This design comes from an exercise in tuning for small area, a short achievable clock period and few clock cycles per item on the open sky130 flow, not from production work.
Function was not checked in any run shown here: the RTL went through the layout flow alone.
No activity file was given, so power comes from the tool's default toggle rates.

==> design/flow/design.v <==
module alu(
        input clk,
        input rst,
        input [2:0] operation,
        input [15:0] srcA_i,
        input [15:0] srcB_i,
        input [15:0] sortNum0_i,
        input [15:0] sortNum1_i,
        input [15:0] sortNum2_i,
        input [15:0] sortNum3_i,
        input [15:0] sortNum4_i,
        input [15:0] sortNum5_i,
        input [15:0] sortNum6_i,
        input [15:0] sortNum7_i,
        input [15:0] sortNum8_i,
        output reg [15:0] data_o,
        output [15:0] sortNum0_o,
        output [15:0] sortNum1_o,
        output [15:0] sortNum2_o,
        output [15:0] sortNum3_o,
        output [15:0] sortNum4_o,
        output [15:0] sortNum5_o,
        output [15:0] sortNum6_o,
        output [15:0] sortNum7_o,
        output [15:0] sortNum8_o,
        output reg        done
);
localparam [2:0] OP_ADD  = 3'd0;
localparam [2:0] OP_SUB  = 3'd1;
localparam [2:0] OP_MUL  = 3'd2;
localparam [2:0] OP_DIV  = 3'd3;
localparam [2:0] OP_SORT = 3'd4;
wire [15:0] a = srcA_i;
wire [15:0] b = srcB_i;
reg  [4:0]  cnt;
reg  [15:0] H, L, D;
reg         prev;       
reg         neg;        
reg  [8:0]  cmp;        
reg  [15:0] S [0:8];
assign sortNum0_o = S[0];
assign sortNum1_o = S[1];
assign sortNum2_o = S[2];
assign sortNum3_o = S[3];
assign sortNum4_o = S[4];
assign sortNum5_o = S[5];
assign sortNum6_o = S[6];
assign sortNum7_o = S[7];
assign sortNum8_o = S[8];
wire first = (cnt == 5'd0);
wire        is_sub = operation[0];
wire [15:0] as_r   = is_sub ? a - b : a + b;
wire        as_ov  = ~a[15] & (b[15] ^ ~is_sub);
wire        as_un  =  a[15] & (b[15] ^  is_sub);
wire [15:0] as_res = (as_ov & as_r[15]) ? 16'h7fff :
                     (as_un & ~as_r[15]) ? 16'h8000 : as_r;
wire [15:0] m1_s = b[0] ? -a : 16'd0;
reg  [15:0] m_s;
always @* begin
        case ({L[0], prev})
                2'b01:   m_s = H + D;
                2'b10:   m_s = H - D;
                default: m_s = H;
        endcase
end
wire        rnd   = (L[9] & ^L[8:0]) | (L[10] & L[9] & ~^L[8:0]);
wire [15:0] mq    = {H[9:0], L[15:10]} + {15'd0, rnd};
wire [15:0] m_res = (~(a[15] ^ b[15]) & mq[15]) ? 16'h7fff :
                    ((a[15] ^ b[15]) & ~mq[15]) ? 16'h8000 : mq;
wire [15:0] am = a[15] ? -a : a;
wire [15:0] bm = b[15] ? -b : b;
wire        dv_g1 = am[15] & (bm == 16'd0);
wire [1:0]  dv_t1 = {am[15], am[14]};
wire        dv_g2 = {14'd0, dv_t1} > bm;
wire [1:0]  dv_t2 = dv_g2 ? dv_t1 - bm[1:0] : dv_t1;
wire        d_g = H > D;
wire [15:0] d_t = d_g ? H - D : H;
wire [15:0] dq = {L[14:0], d_g};
reg  [15:0] orl;
integer q;
always @* begin
        orl[0] = 1'b0;
        for (q = 1; q < 16; q = q + 1)
                orl[q] = orl[q-1] | L[q-1];
end
wire [15:0] d_res = neg ? {dq[15:1] ^ (orl[14:0] | {15{d_g}}), d_g} : dq;
reg  [15:0] sel;
always @* begin
        case (cnt[3:0])
                4'd0: sel = sortNum0_i;
                4'd1: sel = sortNum1_i;
                4'd2: sel = sortNum2_i;
                4'd3: sel = sortNum3_i;
                4'd4: sel = sortNum4_i;
                4'd5: sel = sortNum5_i;
                4'd6: sel = sortNum6_i;
                4'd7: sel = sortNum7_i;
                default: sel = sortNum8_i;
        endcase
end
wire [15:0] xin [0:8];
assign xin[0] = sortNum0_i;
assign xin[1] = sortNum1_i;
assign xin[2] = sortNum2_i;
assign xin[3] = sortNum3_i;
assign xin[4] = sortNum4_i;
assign xin[5] = sortNum5_i;
assign xin[6] = sortNum6_i;
assign xin[7] = sortNum7_i;
assign xin[8] = sortNum8_i;
reg [8:0] cmp_n;
integer j;
always @* begin
        for (j = 0; j < 9; j = j + 1)
                cmp_n[j] = (j < cnt[3:0]) ? (xin[j] <= sel) : (xin[j] < sel);
end
reg [3:0] rank;
integer k;
always @* begin
        rank = 4'd0;
        for (k = 0; k < 9; k = k + 1)
                rank = rank + {3'd0, cmp[k]};
end
wire last = (operation == OP_MUL)  ? (cnt == 5'd16) :
            (operation == OP_DIV)  ? (cnt == 5'd24) :
            (operation == OP_SORT) ? (cnt == 5'd9)  : 1'b1;
always @(posedge clk or posedge rst) begin
        if (rst) begin
                cnt  <= 5'd0;
                done <= 1'b0;
        end else begin
                cnt  <= last ? 5'd0 : cnt + 5'd1;
                done <= last;
        end
end
always @(posedge clk) begin
        cmp <= cmp_n;
        neg <= a[15] ^ b[15];
        case (operation)
        OP_MUL: begin
                if (first) begin
                        H    <= {m1_s[15], m1_s[15:1]};
                        L    <= {m1_s[0], b[15:1]};
                        prev <= b[0];
                end else begin
                        H    <= {m_s[15], m_s[15:1]};
                        L    <= {m_s[0], L[15:1]};
                        prev <= L[0];
                end
                D      <= a;
                data_o <= m_res;
        end
        OP_DIV: begin
                if (first) begin
                        H <= {13'd0, dv_t2, am[13]};
                        L <= {am[12:0], 1'b0, dv_g1, dv_g2};
                end else begin
                        H <= {d_t[14:0], L[15]};
                        L <= {L[14:0], d_g};
                end
                prev   <= 1'b0;
                D      <= bm;
                data_o <= d_res;
        end
        OP_SORT: begin
                H      <= {m_s[15], m_s[15:1]};
                L      <= {m_s[0], L[15:1]};
                prev   <= L[0];
                D      <= sel;
                data_o <= as_res;
        end
        default: begin
                H      <= {m_s[15], m_s[15:1]};
                L      <= {m_s[0], L[15:1]};
                prev   <= L[0];
                D      <= a;
                data_o <= as_res;
        end
        endcase
end
integer p;
always @(posedge clk)
        if (operation == OP_SORT && !first)
                for (p = 0; p < 9; p = p + 1)
                        if (rank == p) S[p] <= D;
endmodule
==> design/flow/run.sh <==
#!/bin/bash
# synth_recipe.tcl (not shown) runs the flow's synth.tcl, then flattens the netlist and writes it again
# the make line also repeats each setting of config.mk as NAME=value (left out here)
make -C /OpenROAD-flow-scripts/flow DESIGN_CONFIG=/design/flow/config.mk WORK_HOME=/design/flow/orfs CLKGATE_MAP_FILE= SYNTH_SCRIPT=/design/flow/synth_recipe.tcl finish
==> design/flow/config.mk <==
export PLATFORM = sky130hd
export DESIGN_NAME = alu
export DESIGN_NICKNAME = alu
export VERILOG_FILES = /design/flow/design.v
export SDC_FILE = /design/flow/constraint.sdc
export NUM_CORES = 4
export LEC_CHECK = 0
export CAP_MARGIN = 20
export CELL_PAD_IN_SITES_DETAIL_PLACEMENT = 1
export CELL_PAD_IN_SITES_GLOBAL_PLACEMENT = 2
export CORE_MARGIN = 2
export CORE_UTILIZATION = 25
export PLACE_DENSITY = 0.5
export SLEW_MARGIN = 20
==> design/flow/constraint.sdc <==
create_clock -name core_clock -period 5.0 [get_ports {clk}]
set_input_delay 1.0000 -clock core_clock [delete_from_list [all_inputs] [get_ports {clk}]]
set_output_delay 1.0000 -clock core_clock [all_outputs]
set_load 0.01 [all_outputs]
==> results of run 1 <==
## final cells by class
| cell class | instances | area [um^2] | area share |
|---|---|---|---|
| diodes | 2 | 5.00 | 0.000217 |
| clock inverters | 20 | 209 | 0.00907 |
| inverters | 87 | 327 | 0.0142 |
| clock buffers | 31 | 712 | 0.0309 |
| flip-flops and latches | 225 | 5980 | 0.259 |
| multi-input cells | 1393 | 10400 | 0.449 |
| repair buffers | 469 | 4370 | 0.190 |
| well taps | 873 | 1090 | 0.0474 |
## Yosys cell counts, types with 39 or more instances
library cell and count:
ha_1 210, o21ai_0 100, clkbuf_1 84, xnor2_1 72
nand4_1 58, a21oi_1 100, o21a_1 49, dfxtp_1 75
inv_1 84, a22oi_1 70, nor2_1 108, edfxtp_1 144
nand2_1 117, nor3_1 39
## state kept, by name (all words and copies together) (netlist names)
register  cells
D            16
S           144
cnt           5
L            16
neg           1
H            16
prev          1
data_o       16
done          1
cmp           9
## cells by family (layout without fill, tap and decap cells)
group,Yosys count,after routing
muxes,36,36
AOI/OAI and AO/OA,537,537
adders and majority gates,220,220
buffers and inverters,186,607
xor gates and xnor gates,105,105
DFF,225,225
other,0,2
and+or+nand+nor,495,495
## worst max-delay path by stage
stage	to	cells past startpoint
after CTS	data_o[2]$_DFF_P_	16
after floorplan	S[3][0]$_DFFE_PP_	8
after global placement	data_o[12]$_DFF_P_	16
after global routing	data_o[2]$_DFF_P_	16
after detailed placement	data_o[12]$_DFF_P_	16
final	data_o[14]$_DFF_P_	16
## critical path, cell delays in order
cell and delay (ns):
clkdlybuf4s50_1 0.43, inv_1 0.10, ha_1 0.17, or3b_2 0.46, nor3_1 0.22, nor2_1 0.08, xnor2_1 0.14, ha_1 0.30
a211o_1 0.28, or2_1 0.23, o2111ai_2 0.22, nand4_2 0.14, and4_4 0.17, or3_4 0.37, or3b_1 0.41, a311oi_1 0.27
## per-stage QoR
stage                     cells  worst slack [ns]
after floorplan            1804            0.0246
after global placement     3047            -0.289
after detailed placement   3047            -0.424
after CTS                  3098             0.155
after global routing       3099             0.171
final                      3100             0.480
## power breakdown
| part | internal [mW] | total [mW] | leakage [nW] | switching, mW |
|---|---|---|---|---|
| combinational | 1.87 | 4.52 | 6.51 | 2.65 |
| sequential | 2.25 | 2.55 | 2.01 | 0.296 |
| clock | 1.19 | 2.06 | 0.445 | 0.871 |
## layer usage
| metal | vias to the layer above | GRT usage |
|---|---|---|
| met1 | 7983 | 0.309 |
| met5 | - | 0 |
| met3 | 76 | 0.0252 |
| met2 | 375 | 0.387 |
| met4 | 2 | 0.0479 |
| li1 | 7639 | - |
==> impl_results.md, run 1 <==
- Simple-Gate Fraction of Synth Area: 0.150
- Total power after layout: 9.13 mW
- Initial antenna violation count: 2
- WP data arrival: 4.99 ns
- Worst setup path startpoint: srcB_i[0]
- Root buf cell: clkbuf_16
- Slew headroom: 0.318
- Tot GR Track Use: 0.227
- GR Overflow Total: 0
- Clk pin slew, worst setup/hold paths: 0.06 ns
- Total of max-cap violations: 0
- PD cells: 396 nW/um^2
- Highest routing layer actually used: met5
- R2R Setup Slk: 0.64 ns
- DR pass1 iterations: 5
- Postcts setup bufs: 0
- Clock skew: 0.0387 ns
- Synth cell types: 86
- Die Width: 265 um
- Total vias in the final route: 16.1k
- Main combinational cell family by area after synthesis: compound AO/OA/AOI/OAI gates
- Dominant cell type by area after synthesis: edfxtp_1
- Leak: 8.96 nW
- Multiplexer area fraction after synthesis: 0.0220
- Met2 WL: 38,500 um
- Share of the synthesized area in the top cell type: 0.255
- R2r endpoint: cmp[5]$_DFF_P_
- Boundary Pins: 342
- Placer congestion estimate: 0.871
- Synth Flop Type: edfxtp_1
- Largest net degree at the start of global routing: 35
- Fillers: 7,621
- Min cycle time layout: 4.52 ns
- Area contributors post-synth: edfxtp_1, ha_1, dfxtp_1, xnor2_1, a22oi_1
- HPWL Detailed: 67,100 um
- Min-delay src: L[0]$_DFF_P_
- Clock latency (worst-skew pair): 0.59 ns
- CP Class: in2reg
- Initial drt markers: 938
- Chip height: 265 um
- IO buf count: 341
- Post-route cell area: 23,000 um^2
- Synth-to-Final Area Change: 35.8%
- Placed Area: 22,100 um^2
- Crit start category: primary input
- CTS resizes: 0
- Critical Path RT: 5.47 ns
- Initial Utilization: 0.253
- Htree depth: 1
- Clock sinks: 225
- RSZ-0062 raised after global routing: false
- Setup TNS: 0 ns
- Post-synth EDFFs: 144
- Most frequent cells in the layout: clkdlybuf4s50_1, ha_1, edfxtp_1
- Syn Nets: 2,204
- Post-synthesis adder-cell area fraction: 0.166
- Nets: 2,604
- Worst vdd ir: 0.000252 V
- WHS Path Cells: 2
- Cell Rows: 95
- FF+latch count, synth: 225
- Netlist Area Pre-Place: 17,000 um^2
- CTS tree: done
- Synth Area in Compound Gates: 0.214
- First-pass GRT wire length: 118,000 um
- Most common cell after layout, fill and taps aside: clkdlybuf4s50_1
- Worst slew pin tran: 0.994 ns
- Post-Route WL: 81,200 um
- CTS Hold Bufs: 0
- Drt via density: 5.19
- Mean Syn Cell Area: 9.41 um^2
- CTS Buffer Depth: 3
- Sequential fraction of the synthesis area: 0.352
- Max FO, Critical Path: 3
- Hold path endpoint: L[1]$_DFF_P_
- Vias in the first global route: 16.8k
- Synth Area in XOR/XNOR: 0.0542
- Final Hold Viols: 0
- Share of layout cells above drive strength 1: 0.0944
- Die area: 70,000 um^2
- Asr flop ratio synth: 0.0267
- WL met1: 38,100 um
- Worst hold path type: reg2reg
- Syn. warnings: 2
- Final worst-path cycle share: 0.904
- Worst Reg-to-Reg Cells: 16
- CTS buffer count: 28
- Mapped Cells: 1,804
- Worst hold slack: 0.570 ns
- Core Util, Final: 0.343
- Core box area: 67,200 um^2
- Max Clk Rate: 0.221 GHz
- Max Transition Viols Final: 0
- Average wire per standard cell: 26.2 um
- DRC viols: 0
- Reg2Reg Launch Point: cnt[3]$_DFF_PP0_
- Count of final setup violators: 0
- CP Capture Type: flip-flop
- Met3 wire length: 3060 um
- Antenna-violating nets left: 0
- Status: finished clean
==> run 2, diff against run 1 <==
--- a/design/flow/design.v
+++ b/design/flow/design.v
@@ -108,11 +108,24 @@
 assign xin[6] = sortNum6_i;
 assign xin[7] = sortNum7_i;
 assign xin[8] = sortNum8_i;
+function gtc;
+        input [15:0] x;
+        input [15:0] y;
+        input        ci;
+        integer i;
+        reg c;
+        begin
+                c = ci;
+                for (i = 0; i < 16; i = i + 1)
+                        c = (x[i] & ~y[i]) | ((x[i] | ~y[i]) & c);
+                gtc = c;
+        end
+endfunction
 reg [8:0] cmp_n;
 integer j;
 always @* begin
         for (j = 0; j < 9; j = j + 1)
-                cmp_n[j] = (j < cnt[3:0]) ? (xin[j] <= sel) : (xin[j] < sel);
+                cmp_n[j] = gtc(sel, xin[j], j < cnt[3:0]);
 end
 reg [3:0] rank;
 integer k;
--- a/design/flow/config.mk
+++ b/design/flow/config.mk
@@ -11,4 +11,5 @@
 export CORE_MARGIN = 2
 export CORE_UTILIZATION = 25
 export PLACE_DENSITY = 0.5
+export SETUP_SLACK_MARGIN = 2.5
 export SLEW_MARGIN = 20
==> impl_results.md, run 2 <==
- Chip height: 256 um
- WHS Path Cells: 0
- Most common cell after layout, fill and taps aside: clkdlybuf4s50_1
- Synth-to-Final Area Change: 64.1%
- Worst Reg-to-Reg Cells: 11
- Critical Path RT: 5.43 ns
- Vias in the first global route: 17.3k
- Total power after layout: 10.2 mW
- Setup TNS: 0 ns
- CTS buffer count: 27
- Die area: 65,500 um^2
- PD cells: 391 nW/um^2
- Max FO, Critical Path: 3
- RSZ-0062 raised after global routing: true
- CP Capture Type: flip-flop
- IO buf count: 341
- Core box area: 63,000 um^2
- Dominant cell type by area after synthesis: edfxtp_1
- Grt peak-use layer: met2
- Post-synth EDFFs: 144
- Crit-path slowest cell: or4_4
- Max Transition Viols Final: 0
- CTS Hold Bufs: 0
- Post-Route WL: 82,800 um
- Synth Flop Type: edfxtp_1
- Leak: 9.99 nW
- Htree depth: 1
- Syn Nets: 1,997
- Most frequent cell after synthesis: edfxtp_1
- Crit path buffers/inverters: 1
- Cell Rows: 92
- R2R Setup Slk: 1.12 ns
- GR Overflow Total: 0
- Most frequent cells in the layout: clkdlybuf4s50_1, buf_4, edfxtp_1
- Share of the synthesized area in the top cell type: 0.272
- DRC viols: 0
- Initial antenna violation count: 3
- Tot GR Track Use: 0.242
- Total of max-cap violations: 0
- Average wire per standard cell: 25.8 um
- Count of final setup violators: 0
- Reg2Reg Launch Point: cmp[0]$_DFF_P_
- First-pass GRT wire length: 119,000 um
- Crit start category: primary input
- Mean Syn Cell Area: 9.11 um^2
- DR pass1 iterations: 5
- Sequential fraction of the synthesis area: 0.376
- Placer congestion estimate: 0.866
- Synth top cells by count: edfxtp_1, nand2_1, a21oi_1, nor2_1, o21ai_0
- Drt via density: 5.19
- Clk pin slew, worst setup/hold paths: 0.06 ns
- Met1 usage: 0.334
- Most used cell, CP: or3_4
- FF+latch count, synth: 225
- Final Hold Viols: 0
- Met3 Use GR: 0.0254
- CP cell instances: buf_8 -> or3_4 -> or3_4 -> or2_4 -> or4_4 -> or3_4 -> or3_4 -> nor3_4 -> ha_4 -> fa_2 -> mux2_4 -> o211ai_1 -> o221ai_1
- Clock latency (worst-skew pair): 0.58 ns
- Area contributors post-synth: edfxtp_1, dfxtp_1, ha_1, a21oi_1, xnor2_1
- Syn. warnings: 2
- Post-route cell area: 26,100 um^2
- Max stage delay on crit path: 0.43 ns
- WP data arrival: 4.60 ns
- Die Width: 256 um
- Clock skew: 0.0191 ns
- Max Clk Rate: 0.240 GHz
- Min-delay src: D[2]$_DFF_P_
- CP Class: in2reg
- Delay-heaviest family, CP: simple AND/OR/NAND/NOR gates
- Final worst-path cycle share: 0.834
- Max FFs per register: 144
- Share of layout cells above drive strength 1: 0.308
- HPWL Detailed: 63,400 um
- Antenna-violating nets left: 0
- Synth cell types: 93
- Nets: 2,597
- Hold path endpoint: S[1][2]$_DFFE_PP_
- Worst slew pin tran: 0.838 ns
- Initial drt markers: 904
- R2r endpoint: S[7][5]$_DFFE_PP_
- CTS tree: done
- Netlist Area Pre-Place: 15,900 um^2
- Min cycle time layout: 4.17 ns
- Core Util, Final: 0.414
- Placed Area: 21,500 um^2
- Slew headroom: 0.441
- Largest Register: S
- Initial Utilization: 0.252
- CTS Buffer Depth: 3
- Worst vdd ir: 0.000307 V
- Clock sinks: 225
- Asr flop ratio synth: 0.0267
- Largest net degree at the start of global routing: 29
- Total vias in the final route: 16.7k
- Worst hold path type: reg2reg
- Boundary Pins: 342
- Mapped Cells: 1,742
- Status: finished clean
- Root buf cell: clkbuf_16
- Met2 Use GR: 0.403
[run 2: cell types whose count changed after synthesis, sizes merged, moves of 27 or more]
cell   change
a22oi     -35
ha       -145
a21oi     +33
nand4     -46
o21a      -43
maj3      +27
[run 2: through the flow]
stage               hold slack, ns  instances  setup slack, ns
finish                       0.584       3211            0.831
global route                 0.606       3211            0.691
CTS                          0.592       3164            0.762
detailed placement           0.564       2960           -0.359
global placement             0.575       2960           -0.188
floorplan                    0.495       1742            0.479
[run 2: repair_timing]
item,4_1_cts,5_1_grt
gates cloned,7,2
pin swaps,127,129
resized for setup,355,199
endpoints found under the setup margin,235,232
buffers inserted,147,43
[run 2: kinds of logic after synthesis]
logic type,share of synthesized area
AO/OA/AOI/OAI,0.256
XOR/XNOR,0.0678
adder cells (fa/ha/maj),0.0807
buffers and inverters,0.0516
flip-flops,0.376
multiplexers,0.0210
AND/OR/NAND/NOR,0.147
[run 2: worst max path at each step]
| stage | end | slack [ns] | cells past startpoint | from |
|---|---|---|---|---|
| after floorplan | H[2]$_DFF_P_ | 0.48 | 14 | srcA_i[1] |
| after global placement | data_o[4]$_DFF_P_ | -0.19 | 16 | srcB_i[2] |
| after detailed placement | data_o[4]$_DFF_P_ | -0.36 | 17 | srcB_i[2] |
| after CTS | H[2]$_DFF_P_ | 0.76 | 13 | srcA_i[1] |
| after global routing | data_o[14]$_DFF_P_ | 0.69 | 20 | srcB_i[2] |
| final | H[2]$_DFF_P_ | 0.83 | 13 | srcA_i[1] |
[run 2: power breakdown]
part           total (mW)  leakage, nW  switching, mW  internal [mW]
clock network        1.90        0.399          0.846           1.06
logic                5.67         7.59           3.07           2.60
registers            2.61         2.01          0.341           2.27
total                10.2         9.99           4.26           5.92
[run 2: area by class of cell]
| cell class | count | area (um^2) |
|---|---|---|
| Inverter | 84 | 338 |
| Tap cell | 846 | 1060 |
| Fill cell | 7019 | 36900 |
| Sequential cell | 225 | 6010 |
| Timing Repair Buffer | 686 | 6750 |
| Multi-Input combinational cell | 1318 | 11100 |
| Antenna cell | 2 | 5.00 |
| Clock buffer | 33 | 698 |
| Clock inverter | 17 | 138 |
[run 2: routing by layer]
layer  up-vias  share of wire
li1       7781              -
met5         -              0
met2       452           0.47
met4         0          0.022
met3        83          0.041
met1      8352           0.46
[run 2: worst reg2reg max path, delay by kind of cell (launching register included)]
family	cells	cell delay, ns
fa+ha+maj	5	2.31
buf+inv	5	0.69
flops	1	0.32
simple gates	1	0.26
==> run 3, diff against run 2 <==
--- a/design/flow/config.mk
+++ b/design/flow/config.mk
@@ -11,5 +11,5 @@
 export CORE_MARGIN = 2
 export CORE_UTILIZATION = 25
 export PLACE_DENSITY = 0.5
-export SETUP_SLACK_MARGIN = 2.5
+export SETUP_SLACK_MARGIN = 2.0
 export SLEW_MARGIN = 20
==> impl_results.md, run 3 <==
- HPWL Detailed: 63,600 um
- CP cell instances: buf_6 -> or3_4 -> or3_4 -> nor4b_4 -> buf_4 -> buf_6 -> nor2_4 -> xnor2_2 -> ha_1 -> or3_4 -> o21ai_4 -> a21oi_4 -> a31o_4 -> a311oi_4 -> nor4_2 -> a221oi_2 -> o2111ai_1
- R2R Setup Slk: 1.13 ns
- Mean Syn Cell Area: 9.11 um^2
- Core Util, Final: 0.407
- Post-synth EDFFs: 144
- Chip height: 256 um
- Placed Area: 21,500 um^2
- Most frequent cells in the layout: clkdlybuf4s50_1, buf_4, edfxtp_1
- Register share of total power: 0.254
- Dominant cell type by area after synthesis: edfxtp_1
- Mapped Cells: 1,742
- Most used cell, CP: or3_4
- Worst hold path type: reg2reg
- Max FO, Critical Path: 5
- Core box area: 63,000 um^2
- PD cells: 399 nW/um^2
- Synth-to-Final Area Change: 61.3%
- RSZ-0062 raised after global routing: true
- Synth top cells by count: edfxtp_1, nand2_1, a21oi_1, nor2_1, o21ai_0
- Die Width: 256 um
- Post-synthesis adder-cell area fraction: 0.0807
- P_int: 6.01 mW
- Max FFs per register: 144
- Drt via density: 5.22
- DRC viols: 0
- Final worst-path cycle share: 0.828
- CP Class: in2reg
- Worst vdd ir: 0.000363 V
- Total of max-cap violations: 0
- Htree depth: 1
- CTS Buffer Depth: 3
- CP Capture Type: flip-flop
- Clock sinks: 225
- Worst slew pin tran: 0.781 ns
- Tot GR Track Use: 0.246
- Comb power frac: 0.548
- DR pass1 iterations: 5
- IO buf count: 341
- Synth Flop Type: edfxtp_1
- Post-Route WL: 83,700 um
- Final Hold Viols: 0
- WP data arrival: 4.56 ns
- CTS buffer count: 28
- Leak: 9.77 nW
- WHS Path Cells: 1
- Asr flop ratio synth: 0.0267
- Vias in the first global route: 17.1k
- Antenna-violating nets left: 0
- Max stage delay on crit path: 0.37 ns
- Critical Path RT: 5.42 ns
- Clock latency (worst-skew pair): 0.58 ns
- Initial drt markers: 930
- Initial antenna violation count: 3
- Clk pin slew, worst setup/hold paths: 0.06 ns
- First-pass GRT wire length: 121,000 um
- GR Overflow Total: 0
- Count of final setup violators: 0
- Clock skew: 0.0216 ns
- Post-route cell area: 25,600 um^2
- Setup TNS: 0 ns
- Die area: 65,500 um^2
- Sw Ratio: 0.412
- FF+latch count, synth: 225
- Crit-path slowest cell: or3_4
- Placer congestion estimate: 0.883
- Pre-CTS setup slack: -0.374 ns
- Final non-filler cell total: 3,197
- Status: finished clean
- Largest Register: S
- Largest net degree at the start of global routing: 43
- Placed cells: 2,960
- Root buf cell: clkbuf_16
- Cell Rows: 92
- Area contributors post-synth: edfxtp_1, dfxtp_1, ha_1, a21oi_1, xnor2_1
- Syn. warnings: 2
- Initial Utilization: 0.252
- Min cycle time layout: 4.14 ns
- Max Transition Viols Final: 0
- Syn Nets: 1,997
- Simple-Gate Fraction of Synth Area: 0.147
- Synth Area in Compound Gates: 0.256
- Worst Reg-to-Reg Cells: 12
- Boundary Pins: 342
- Sequential fraction of the synthesis area: 0.376
- Share of the synthesized area in the top cell type: 0.272
- Multiplexer area fraction after synthesis: 0.0210
- Total vias in the final route: 16.7k
- Part of the power in the clock network: 0.198
- Share of layout cells above drive strength 1: 0.284
- Synth cell types: 93
- Synth Area in XOR/XNOR: 0.0678
- Most common cell after layout, fill and taps aside: clkdlybuf4s50_1
- Nets: 2,582
- CTS tree: done
- Max Clk Rate: 0.242 GHz
- Fillers: 7,047
- Netlist Area Pre-Place: 15,900 um^2
- Setup WS post-layout: 0.861 ns
- Main combinational cell family by area after synthesis: compound AO/OA/AOI/OAI gates
- Slew headroom: 0.479
- Average wire per standard cell: 26.2 um
- Most frequent cell after synthesis: edfxtp_1
- Crit start category: primary input
- Sw power: 4.21 mW
==> run 3: cell counts after synthesis <==
No cell type changed its count.
==> run 3: repair_timing <==
action	in CTS	in global routing
resized for setup	290	148
hold buffers	0	0
hold endpoints to repair	0	0
gates cloned	8	0
endpoints found under the setup margin	201	191
pin swaps	100	110
setup buffers	138	37
==> run 3: stage by stage <==
stage / power, mW / hold slack [ns]
global placement: 7.06 / 0.561
detailed placement: 7.11 / 0.564
global route: 10.8 / 0.582
finish: 10.2 / 0.547
CTS: 9.94 / 0.543
floorplan: 5.49 / 0.495
==> run 3: power by group through the flow <==
| stage | Sequential [mW] | Combinational [mW] | Clock [mW] |
|---|---|---|---|
| finish | 2.60 | 5.61 | 2.02 |
| global route | 2.64 | 6.05 | 2.15 |
| CTS | 2.61 | 5.26 | 2.08 |
| detailed placement | 2.65 | 4.46 | 0 |
| global placement | 2.65 | 4.42 | 0 |
| floorplan | 2.50 | 2.99 | 0 |
==> run 3: kinds of logic (layout without fill, tap and decap cells) <==
family                     Yosys count  after routing
AOI/OAI and AO/OA                  589            590
muxes                               32             32
other                                0              2
buffers and inverters              200            806
xor gates and xnor gates           122            122
and+or+nand+nor                    472            472
DFF                                225            225
adders and majority gates          102            102
==> run 3: routing by layer <==
metal	part of all wire	global-route usage	vias to the layer above
li1	-	-	7755
met2	0.46	0.410	492
met4	0.017	0.0426	2
met3	0.042	0.0267	70
met5	0.00016	0	-
met1	0.48	0.347	8363
==> run 3: final cells by class <==
class	instances	area, um^2	area share
sequential	225	6000	0.234
clock inverter	19	183	0.00714
inverter	84	340	0.0133
timing repair buffer	670	6580	0.257
clock buffer	33	739	0.0289
multi-input combinational	1318	10700	0.418
tap	846	1060	0.0414
antenna	2	5.00	0.000196
==> run 3: critical path, delay by kind of cell <==
family,cells,cell delay (ns)
AOI/OAI and AO/OA,6,1.29
xor gates and xnor gates,1,0.13
adders and majority gates,1,0.31
buffers and inverters,3,0.39
and+or+nand+nor,6,1.42
==> run 3: path summary, 6_finish.rpt <==
kind,to,from
worst max-delay path,data_o[4]$_DFF_P_,srcB_i[0]
worst min-delay path,cnt[0]$_DFF_PP0_,cnt[0]$_DFF_PP0_
worst max register to register,S[0][10]$_DFFE_PP_,cmp[0]$_DFF_P_
worst min register to register,cnt[0]$_DFF_PP0_,cnt[0]$_DFF_PP0_
max in group asynchronous,cnt[3]$_DFF_PP0_,rst
min in group asynchronous,cnt[4]$_DFF_PP0_,rst

-- port drivers added, routing unchanged --
The results above use ideal ports. As a check the final layouts listed here were re-extracted and re-timed, cells and wires unchanged. Step 1 (the two cells are an assumption about what drives the block):
set clk [get_ports {clk}]
set_driving_cell -lib_cell sky130_fd_sc_hd__clkbuf_16 $clk
set_driving_cell -lib_cell sky130_fd_sc_hd__buf_2 [delete_from_list [all_inputs] $clk]
Step 2 times the ports against the registers' clock, not the clock port: input delays grow and output delays shrink by t, the midpoint of the rising clock arrivals with the driver on. Three values: no drivers, after step 1, after step 2; two values: the first two.
run | shift t [ns] | slack for setup (ns) | slew at the worst register clock pin (ns) | cell pins on the clock port's net
run 1 | 0.633 | 0.480 / 0.519 / -0.114 | 0.07 / 0.07 | 1
run 2 | 0.625 | 0.831 / 0.853 / 0.228 | 0.06 / 0.06 | 1
run 3 | 0.630 | 0.861 / 0.884 / 0.254 | 0.06 / 0.06 | 1
With both steps, setup timing fails in run 1, where it was met with ideal ports. The setup slack of run 3, which loses most, moves by +0.023 ns with the drivers and by -0.607 ns with both steps.
